From an optimization exercise on the open Yosys and OpenROAD flow, aimed at small area and a short achievable clock period; shortcuts taken in it are not production practice. Only simulation tests tie the RTL to the original design; equivalence was not proved.

==> flow/design.v <==
module div_top
(
    input             clk,
    input      [31:0] x,
    input      [31:0] y,
    output reg [31:0] q,
    output reg [31:0] r
);
reg  [31:0] x_r;
reg  [31:0] y_r;
wire [31:0] q_w;
wire [31:0] r_w;
nrda_div #(.WIDTH(32)) u_div (
    .x(x_r),
    .y(y_r),
    .r(r_w),
    .q(q_w)
);
always @(posedge clk) begin
    x_r <= x;
    y_r <= y;
    q   <= q_w;
    r   <= r_w;
end
endmodule

module nrda_div
#(
    parameter WIDTH=32
)
(
    input [WIDTH-1:0] x,
    input [WIDTH-1:0] y,
    output [WIDTH-1:0] r,
    output [WIDTH-1:0] q
);
localparam W  = WIDTH;
localparam NS = WIDTH/2;      
localparam RW = WIDTH+1;      
localparam AW = WIDTH+3;      
localparam SW = clog2(WIDTH);
function integer clog2;
    input integer v;
    integer u;
    begin
        clog2 = 0;
        for (u = v - 1; u > 0; u = u >> 1)
            clog2 = clog2 + 1;
    end
endfunction
function [3:0] sel;           
    input [6:0] e;
    input [2:0] di;
    integer m2, m1, m0, mm1, es;
    begin
        case (di)
        3'd0: begin m2 = 12; m1 = 4; m0 = -4;  mm1 = -13; end
        3'd1: begin m2 = 14; m1 = 4; m0 = -6;  mm1 = -15; end
        3'd2: begin m2 = 15; m1 = 4; m0 = -6;  mm1 = -16; end
        3'd3: begin m2 = 16; m1 = 4; m0 = -6;  mm1 = -18; end
        3'd4: begin m2 = 18; m1 = 6; m0 = -8;  mm1 = -20; end
        3'd5: begin m2 = 20; m1 = 6; m0 = -8;  mm1 = -20; end
        3'd6: begin m2 = 20; m1 = 8; m0 = -8;  mm1 = -22; end
        default: begin m2 = 24; m1 = 8; m0 = -8;  mm1 = -24; end
        endcase
        es = e[6] ? {25'h1ffffff, e} : {25'h0, e};
        if (es >= m2)       sel = 4'b1000;
        else if (es >= m1)  sel = 4'b0100;
        else if (es >= m0)  sel = 4'b0000;
        else if (es >= mm1) sel = 4'b0010;
        else                sel = 4'b0001;
    end
endfunction
wire xs = x[W-1];
wire ys = y[W-1];
wire yz = ~|y;
reg  [W-1:0]   yv_ [0:SW];
reg  [2*W-1:0] xv [0:SW];
reg  [SW-1:0]  s;
integer k;
always @(*) begin
    yv_[0] = y;
    xv[0] = {{W{xs}}, x};
    for (k = 0; k < SW; k = k + 1) begin
        s[SW-1-k] = ~|((yv_[k] ^ {W{ys}}) >> (W - (1 << (SW-1-k)))) & ~yz;
        yv_[k+1] = s[SW-1-k] ? yv_[k] << (1 << (SW-1-k)) : yv_[k];
        xv[k+1] = s[SW-1-k] ? xv[k] << (1 << (SW-1-k)) : xv[k];
    end
end
wire [RW-1:0]  yv = {ys, yv_[SW]};        
wire [2*W-1:0] xn = xv[SW];               
wire [RW-1:0]  ya = ys ? ~yv : yv;        
wire [2:0] di = ya[W-1] ? ya[W-2:W-4] : 3'b000;
wire signed [2:0] w0t = xn[2*W-1:2*W-3];   
wire q0p = di[2] ? (w0t >= 3'sd3) : (w0t >= 3'sd2);
wire q0n = di[2] ? (w0t == -3'sd4) : (w0t <= -3'sd3);
wire q0i = ys ? q0n : q0p;                
wire [AW-1:0] D1 = {{(AW-RW){yv[RW-1]}}, yv};
wire [AW-1:0] D2 = {{(AW-RW-1){yv[RW-1]}}, yv, 1'b0};
reg [RW-1:0] S [0:NS];
reg [RW-1:0] C [0:NS];
reg [NS-1:0] dp1, dp2, dn1, dn2;
reg [AW-1:0] A, B, M;
reg [6:0] est;
reg [3:0] qd;
reg inv, one, two;
integer j;
always @(*) begin
    S[0] = {xn[2*W-1], xn[2*W-1:W]};
    C[0] = (q0p | q0n) ? (q0i ? ~yv : yv) : {RW{1'b0}};
    for (j = 1; j <= NS; j = j + 1) begin
        A = {S[j-1], xn[W-2*j+1 -: 2]};
        B = {C[j-1], (j == 1) ? {q0i, q0i} : 2'b00};
        est = A[AW-1:AW-7] + B[AW-1:AW-7];
        qd = sel(est, di);
        inv = ys ? (qd[1] | qd[0]) : (qd[3] | qd[2]);
        one = qd[2] | qd[1];
        two = qd[3] | qd[0];
        dp2[NS-j] = two & inv;  dp1[NS-j] = one & inv;
        dn2[NS-j] = two & ~inv; dn1[NS-j] = one & ~inv;
        M = ({AW{two}} & D2 | {AW{one}} & D1) ^ {AW{inv}};
        S[j] = A ^ B ^ M;
        C[j] = {((A & B) | (A & M) | (B & M)), (inv | ((j == 1) & q0i))};
    end
end
nrda_div_tail #(.W(W), .NS(NS), .RW(RW), .SW(SW)) u_tail (
    .xs(xs), .ys(ys), .yz(yz), .S(S[NS]), .C(C[NS]), .yv(yv), .s(s),
    .dp1(dp1), .dp2(dp2), .dn1(dn1), .dn2(dn2), .r(r), .q(q));
endmodule
module nrda_div_tail #(parameter W=32, NS=16, RW=33, SW=5) (
    input xs,
    input ys,
    input yz,
    input [RW-1:0] S,
    input [RW-1:0] C,
    input [RW-1:0] yv,
    input [SW-1:0] s,
    input [NS-1:0] dp1, dp2, dn1, dn2,
    output [W-1:0] r,
    output [W-1:0] q
);
wire [RW-1:0] rf = S + C;
wire rneg = rf[RW-1];
wire rz = ~|((S ^ C) ^ {S[RW-2:0] | C[RW-2:0], 1'b0});
wire corr = xs ? ~(rneg | rz) : rneg;
wire sub = xs ^ ys;                       
wire [RW-1:0] rc = S + C + (sub ? ~yv : yv) + sub;
wire [RW-1:0] rr = corr ? rc : rf;
wire [RW-1:0] rs = (rr >> s) | (rr[RW-1] ? ~({RW{1'b1}} >> s) : {RW{1'b0}});
wire [2:0] e0 = {dp2[0], dp1[0]} - {dn2[0], dn1[0]} +
                (corr ? (sub ? 3'd1 : 3'd7) : 3'd0);
reg [W-1:0] P, N;
integer t;
always @(*) begin
    for (t = 1; t < NS; t = t + 1) begin
        P[2*t+1] = dp2[t]; P[2*t] = dp1[t];
        N[2*t+1] = dn2[t]; N[2*t] = dn1[t];
    end
    P[1:0] = e0[2] ? 2'b00 : e0[1:0];
    N[1:0] = e0[2] ? -e0[1:0] : 2'b00;
    if (yz) begin
        P = {{(W-1){1'b0}}, xs};
        N = {{(W-1){1'b0}}, ~xs};
    end
end
assign r = rs[W-1:0];
assign q = P - N;
endmodule
Settings: LEC_CHECK=0, ABC_AREA=1, CAP_MARGIN=20, CORE_MARGIN=2, CORE_UTILIZATION=50, CTS_CLUSTER_DIAMETER=50, CTS_CLUSTER_SIZE=15, SLEW_MARGIN=20, SYNTH_HIERARCHICAL=1; clock period 110.0 ns.
standard.sh (not shown) runs the stock make flow with config.mk's settings and CLKGATE_MAP_FILE= SYNTH_SCRIPT=/design/flow/synth_recipe.tcl, a recipe that flattens the netlist after the stock synthesis.
==> flow/flow/run.sh <==
#!/bin/bash
set -euo pipefail
bash standard.sh SETUP_SLACK_MARGIN=46 finish > standard_flow.log 2>&1
Rerun with:
--- a/flow/design.v
+++ b/flow/design.v
@@ -122,33 +122,33 @@
         S[j] = A ^ B ^ M;
         C[j] = {((A & B) | (A & M) | (B & M)), (inv | ((j == 1) & q0i))};
     end
 end
 nrda_div_tail #(.W(W), .NS(NS), .RW(RW), .SW(SW)) u_tail (
-    .xs(xs), .ys(ys), .yz(yz), .S(S[NS]), .C(C[NS]), .yv(yv), .s(s),
+    .xs(xs), .ys(ys), .yz(yz), .S(S[NS]), .C(C[NS]), .y(y), .s(s),
     .dp1(dp1), .dp2(dp2), .dn1(dn1), .dn2(dn2), .r(r), .q(q));
 endmodule
 module nrda_div_tail #(parameter W=32, NS=16, RW=33, SW=5) (
     input xs,
     input ys,
     input yz,
     input [RW-1:0] S,
     input [RW-1:0] C,
-    input [RW-1:0] yv,
+    input [W-1:0] y,
     input [SW-1:0] s,
     input [NS-1:0] dp1, dp2, dn1, dn2,
     output [W-1:0] r,
     output [W-1:0] q
 );
 wire [RW-1:0] rf = S + C;
 wire rneg = rf[RW-1];
-wire rz = ~|((S ^ C) ^ {S[RW-2:0] | C[RW-2:0], 1'b0});
+wire rz = ~|rf;
 wire corr = xs ? ~(rneg | rz) : rneg;
 wire sub = xs ^ ys;                       
-wire [RW-1:0] rc = S + C + (sub ? ~yv : yv) + sub;
-wire [RW-1:0] rr = corr ? rc : rf;
-wire [RW-1:0] rs = (rr >> s) | (rr[RW-1] ? ~({RW{1'b1}} >> s) : {RW{1'b0}});
+wire [RW-1:0] rs = (rf >> s) | (rneg ? ~({RW{1'b1}} >> s) : {RW{1'b0}});
+wire [W-1:0] ry = corr ? (sub ? ~y : y) : {W{1'b0}};
+wire [W-1:0] rr = rs[W-1:0] + ry + (corr & sub);
 wire [2:0] e0 = {dp2[0], dp1[0]} - {dn2[0], dn1[0]} +
                 (corr ? (sub ? 3'd1 : 3'd7) : 3'd0);
 reg [W-1:0] P, N;
 integer t;
 always @(*) begin
@@ -161,8 +161,8 @@
     if (yz) begin
         P = {{(W-1){1'b0}}, xs};
         N = {{(W-1){1'b0}}, ~xs};
     end
 end
-assign r = rs[W-1:0];
+assign r = rr;
 assign q = P - N;
 endmodule
Sequential cell count stays the same.
Final cell count fell by a few percent.
Setup slack gains 270 ps.
Clock skew falls by 28 ps.
Worst hold slack loses 310 ps.
Global-route usage went up by 0.54 points.
Synthesized area came out lower by a few percent.

---

div_top with an RTL version that a note above also has.
For scale: roughly 130 flip-flops, roughly 130 I/O pins.
==> module nrda_div, before the edit <==
module nrda_div
#(
    parameter WIDTH=32
)
(
    input [WIDTH-1:0] x,
    input [WIDTH-1:0] y,
    output [WIDTH-1:0] r,
    output [WIDTH-1:0] q
);
localparam W  = WIDTH;
localparam NS = WIDTH/2;      
localparam RW = WIDTH+1;      
localparam AW = WIDTH+3;      
localparam SW = clog2(WIDTH);
function integer clog2;
    input integer v;
    integer u;
    begin
        clog2 = 0;
        for (u = v - 1; u > 0; u = u >> 1)
            clog2 = clog2 + 1;
    end
endfunction
function [3:0] sel;           
    input [6:0] e;
    input [2:0] di;
    integer m2, m1, m0, mm1, es;
    begin
        case (di)
        3'd0: begin m2 = 12; m1 = 4; m0 = -4;  mm1 = -13; end
        3'd1: begin m2 = 14; m1 = 4; m0 = -6;  mm1 = -15; end
        3'd2: begin m2 = 15; m1 = 4; m0 = -6;  mm1 = -16; end
        3'd3: begin m2 = 16; m1 = 4; m0 = -6;  mm1 = -18; end
        3'd4: begin m2 = 18; m1 = 6; m0 = -8;  mm1 = -20; end
        3'd5: begin m2 = 20; m1 = 6; m0 = -8;  mm1 = -20; end
        3'd6: begin m2 = 20; m1 = 8; m0 = -8;  mm1 = -22; end
        default: begin m2 = 24; m1 = 8; m0 = -8;  mm1 = -24; end
        endcase
        es = e[6] ? {25'h1ffffff, e} : {25'h0, e};
        if (es >= m2)       sel = 4'b1000;
        else if (es >= m1)  sel = 4'b0100;
        else if (es >= m0)  sel = 4'b0000;
        else if (es >= mm1) sel = 4'b0010;
        else                sel = 4'b0001;
    end
endfunction
wire xs = x[W-1];
wire ys = y[W-1];
wire yz = ~|y;
reg  [W-1:0]   yv_ [0:SW];
reg  [2*W-1:0] xv [0:SW];
reg  [SW-1:0]  s;
integer k;
always @(*) begin
    yv_[0] = y;
    xv[0] = {{W{xs}}, x};
    for (k = 0; k < SW; k = k + 1) begin
        s[SW-1-k] = ~|((yv_[k] ^ {W{ys}}) >> (W - (1 << (SW-1-k)))) & ~yz;
        yv_[k+1] = s[SW-1-k] ? yv_[k] << (1 << (SW-1-k)) : yv_[k];
        xv[k+1] = s[SW-1-k] ? xv[k] << (1 << (SW-1-k)) : xv[k];
    end
end
wire [RW-1:0]  yv = {ys, yv_[SW]};        
wire [2*W-1:0] xn = xv[SW];               
wire [RW-1:0]  ya = ys ? ~yv : yv;        
wire [2:0] di = ya[W-1] ? ya[W-2:W-4] : 3'b000;
wire signed [2:0] w0t = xn[2*W-1:2*W-3];   
wire q0p = di[2] ? (w0t >= 3'sd3) : (w0t >= 3'sd2);
wire q0n = di[2] ? (w0t == -3'sd4) : (w0t <= -3'sd3);
wire q0i = ys ? q0n : q0p;                
wire [AW-1:0] D1 = {{(AW-RW){yv[RW-1]}}, yv};
wire [AW-1:0] D2 = {{(AW-RW-1){yv[RW-1]}}, yv, 1'b0};
reg [RW-1:0] S [0:NS];
reg [RW-1:0] C [0:NS];
reg [NS-1:0] dp1, dp2, dn1, dn2;
reg [AW-1:0] A, B, M;
reg [6:0] est;
reg [3:0] qd;
reg inv, one, two;
integer j;
always @(*) begin
    S[0] = {xn[2*W-1], xn[2*W-1:W]};
    C[0] = (q0p | q0n) ? (q0i ? ~yv : yv) : {RW{1'b0}};
    for (j = 1; j <= NS; j = j + 1) begin
        A = {S[j-1], xn[W-2*j+1 -: 2]};
        B = {C[j-1], (j == 1) ? {q0i, q0i} : 2'b00};
        est = A[AW-1:AW-7] + B[AW-1:AW-7];
        qd = sel(est, di);
        inv = ys ? (qd[1] | qd[0]) : (qd[3] | qd[2]);
        one = qd[2] | qd[1];
        two = qd[3] | qd[0];
        dp2[NS-j] = two & inv;  dp1[NS-j] = one & inv;
        dn2[NS-j] = two & ~inv; dn1[NS-j] = one & ~inv;
        M = ({AW{two}} & D2 | {AW{one}} & D1) ^ {AW{inv}};
        S[j] = A ^ B ^ M;
        C[j] = {((A & B) | (A & M) | (B & M)), (inv | ((j == 1) & q0i))};
    end
end
nrda_div_tail #(.W(W), .NS(NS), .RW(RW), .SW(SW)) u_tail (
    .xs(xs), .ys(ys), .yz(yz), .S(S[NS]), .C(C[NS]), .y(y), .s(s),
    .dp1(dp1), .dp2(dp2), .dn1(dn1), .dn2(dn2), .r(r), .q(q));
endmodule
==> module nrda_div_tail, before the edit <==
module nrda_div_tail #(parameter W=32, NS=16, RW=33, SW=5) (
    input xs,
    input ys,
    input yz,
    input [RW-1:0] S,
    input [RW-1:0] C,
    input [W-1:0] y,
    input [SW-1:0] s,
    input [NS-1:0] dp1, dp2, dn1, dn2,
    output [W-1:0] r,
    output [W-1:0] q
);
wire [RW-1:0] rf = S + C;
wire rneg = rf[RW-1];
wire rz = ~|rf;
wire corr = xs ? ~(rneg | rz) : rneg;
wire sub = xs ^ ys;                       
wire [RW-1:0] rs = (rf >> s) | (rneg ? ~({RW{1'b1}} >> s) : {RW{1'b0}});
wire [W-1:0] ry = corr ? (sub ? ~y : y) : {W{1'b0}};
wire [W-1:0] rr = rs[W-1:0] + ry + (corr & sub);
wire [2:0] e0 = {dp2[0], dp1[0]} - {dn2[0], dn1[0]} +
                (corr ? (sub ? 3'd1 : 3'd7) : 3'd0);
reg [W-1:0] P, N;
integer t;
always @(*) begin
    for (t = 1; t < NS; t = t + 1) begin
        P[2*t+1] = dp2[t]; P[2*t] = dp1[t];
        N[2*t+1] = dn2[t]; N[2*t] = dn1[t];
    end
    P[1:0] = e0[2] ? 2'b00 : e0[1:0];
    N[1:0] = e0[2] ? -e0[1:0] : 2'b00;
    if (yz) begin
        P = {{(W-1){1'b0}}, xs};
        N = {{(W-1){1'b0}}, ~xs};
    end
end
assign r = rr;
assign q = P - N;
endmodule
Settings: LEC_CHECK=0, CAP_MARGIN=20, CORE_MARGIN=2, CORE_UTILIZATION=50, CTS_CLUSTER_DIAMETER=50, CTS_CLUSTER_SIZE=15, SLEW_MARGIN=20; clock period 110.0 ns.
run.sh (not shown) runs the stock make flow with config.mk's settings and CLKGATE_MAP_FILE= SYNTH_SCRIPT=/design/flow/synth_recipe.tcl, a recipe that flattens the netlist after the stock synthesis.
Stock flow here: none of the scripts above is used.
==> next run, changes <==
--- a/flow/design.v
+++ b/flow/design.v
@@ -31,8 +31,8 @@
 (
     input [WIDTH-1:0] x,
     input [WIDTH-1:0] y,
-    output [WIDTH-1:0] r,
-    output [WIDTH-1:0] q
+    output reg [WIDTH-1:0] r,
+    output reg [WIDTH-1:0] q
 );
 localparam W  = WIDTH;
 localparam NS = WIDTH/2;      
@@ -123,30 +123,14 @@
         C[j] = {((A & B) | (A & M) | (B & M)), (inv | ((j == 1) & q0i))};
     end
 end
-nrda_div_tail #(.W(W), .NS(NS), .RW(RW), .SW(SW)) u_tail (
-    .xs(xs), .ys(ys), .yz(yz), .S(S[NS]), .C(C[NS]), .y(y), .s(s),
-    .dp1(dp1), .dp2(dp2), .dn1(dn1), .dn2(dn2), .r(r), .q(q));
-endmodule
-module nrda_div_tail #(parameter W=32, NS=16, RW=33, SW=5) (
-    input xs,
-    input ys,
-    input yz,
-    input [RW-1:0] S,
-    input [RW-1:0] C,
-    input [W-1:0] y,
-    input [SW-1:0] s,
-    input [NS-1:0] dp1, dp2, dn1, dn2,
-    output [W-1:0] r,
-    output [W-1:0] q
-);
-wire [RW-1:0] rf = S + C;
+wire [RW-1:0] rf = S[NS] + C[NS];
 wire rneg = rf[RW-1];
-wire rz = ~|rf;
-wire corr = xs ? ~(rneg | rz) : rneg;
+wire rnz = |rf;
+wire corr = xs ? (~rneg & rnz) : rneg;
 wire sub = xs ^ ys;                       
-wire [RW-1:0] rs = (rf >> s) | (rneg ? ~({RW{1'b1}} >> s) : {RW{1'b0}});
-wire [W-1:0] ry = corr ? (sub ? ~y : y) : {W{1'b0}};
-wire [W-1:0] rr = rs[W-1:0] + ry + (corr & sub);
+wire [RW-1:0] rc = S[NS] + C[NS] + (sub ? ~yv : yv) + sub;
+wire [RW-1:0] rr = corr ? rc : rf;
+wire [RW-1:0] rs = (rr >> s) | (rr[RW-1] ? ~({RW{1'b1}} >> s) : {RW{1'b0}});
 wire [2:0] e0 = {dp2[0], dp1[0]} - {dn2[0], dn1[0]} +
                 (corr ? (sub ? 3'd1 : 3'd7) : 3'd0);
 reg [W-1:0] P, N;
@@ -163,6 +147,8 @@
         N = {{(W-1){1'b0}}, ~xs};
     end
 end
-assign r = rr;
-assign q = P - N;
+always @(*) begin
+    r = rs[W-1:0];
+    q = P - N;
+end
 endmodule
The new run produced a clean layout.
Wire length goes up by 8.8%.
Non-clock buffer count goes up by 15.
Die area goes up by 1.9%.
First-iteration DRC count goes up by 2.6%.
Clock skew goes up by 0.012 ns.
Maximum frequency goes down by 0.36%.

[re-timing with driven ports]
The results above use ideal ports. As a check the final layouts listed here were re-extracted and re-timed, cells and wires unchanged.
Step 1: set_driving_cell puts a clkbuf_16 on clk and a buf_2 on each other input, an assumption about the parent block.
Step 2, shift: input delay + t, output delay - t, t = (earliest + latest rising clock arrival at the registers) / 2. This alone moves slack from input paths to output paths.
a / b / c = ideal ports / drivers / drivers and shift; a / b = the first two.
run	t, ns	setup slack, ns	hold WS [ns]	worst setup path at the end	cell pins on the clock port's net
the first run of note 1	0.551	48.907 / 48.907 / 48.907	1.110 / 1.110 / 1.110	register to register	1
the second run of note 1	0.556	49.181 / 49.181 / 49.181	0.800 / 0.800 / 0.800	register to register	1
the first run of note 2	0.574	23.344 / 23.344 / 23.344	0.868 / 0.868 / 0.868	register to register	1
the second run of note 2	0.580	23.033 / 23.033 / 23.033	0.958 / 0.958 / 0.958	register to register	1
After both steps every run listed still meets setup and hold.
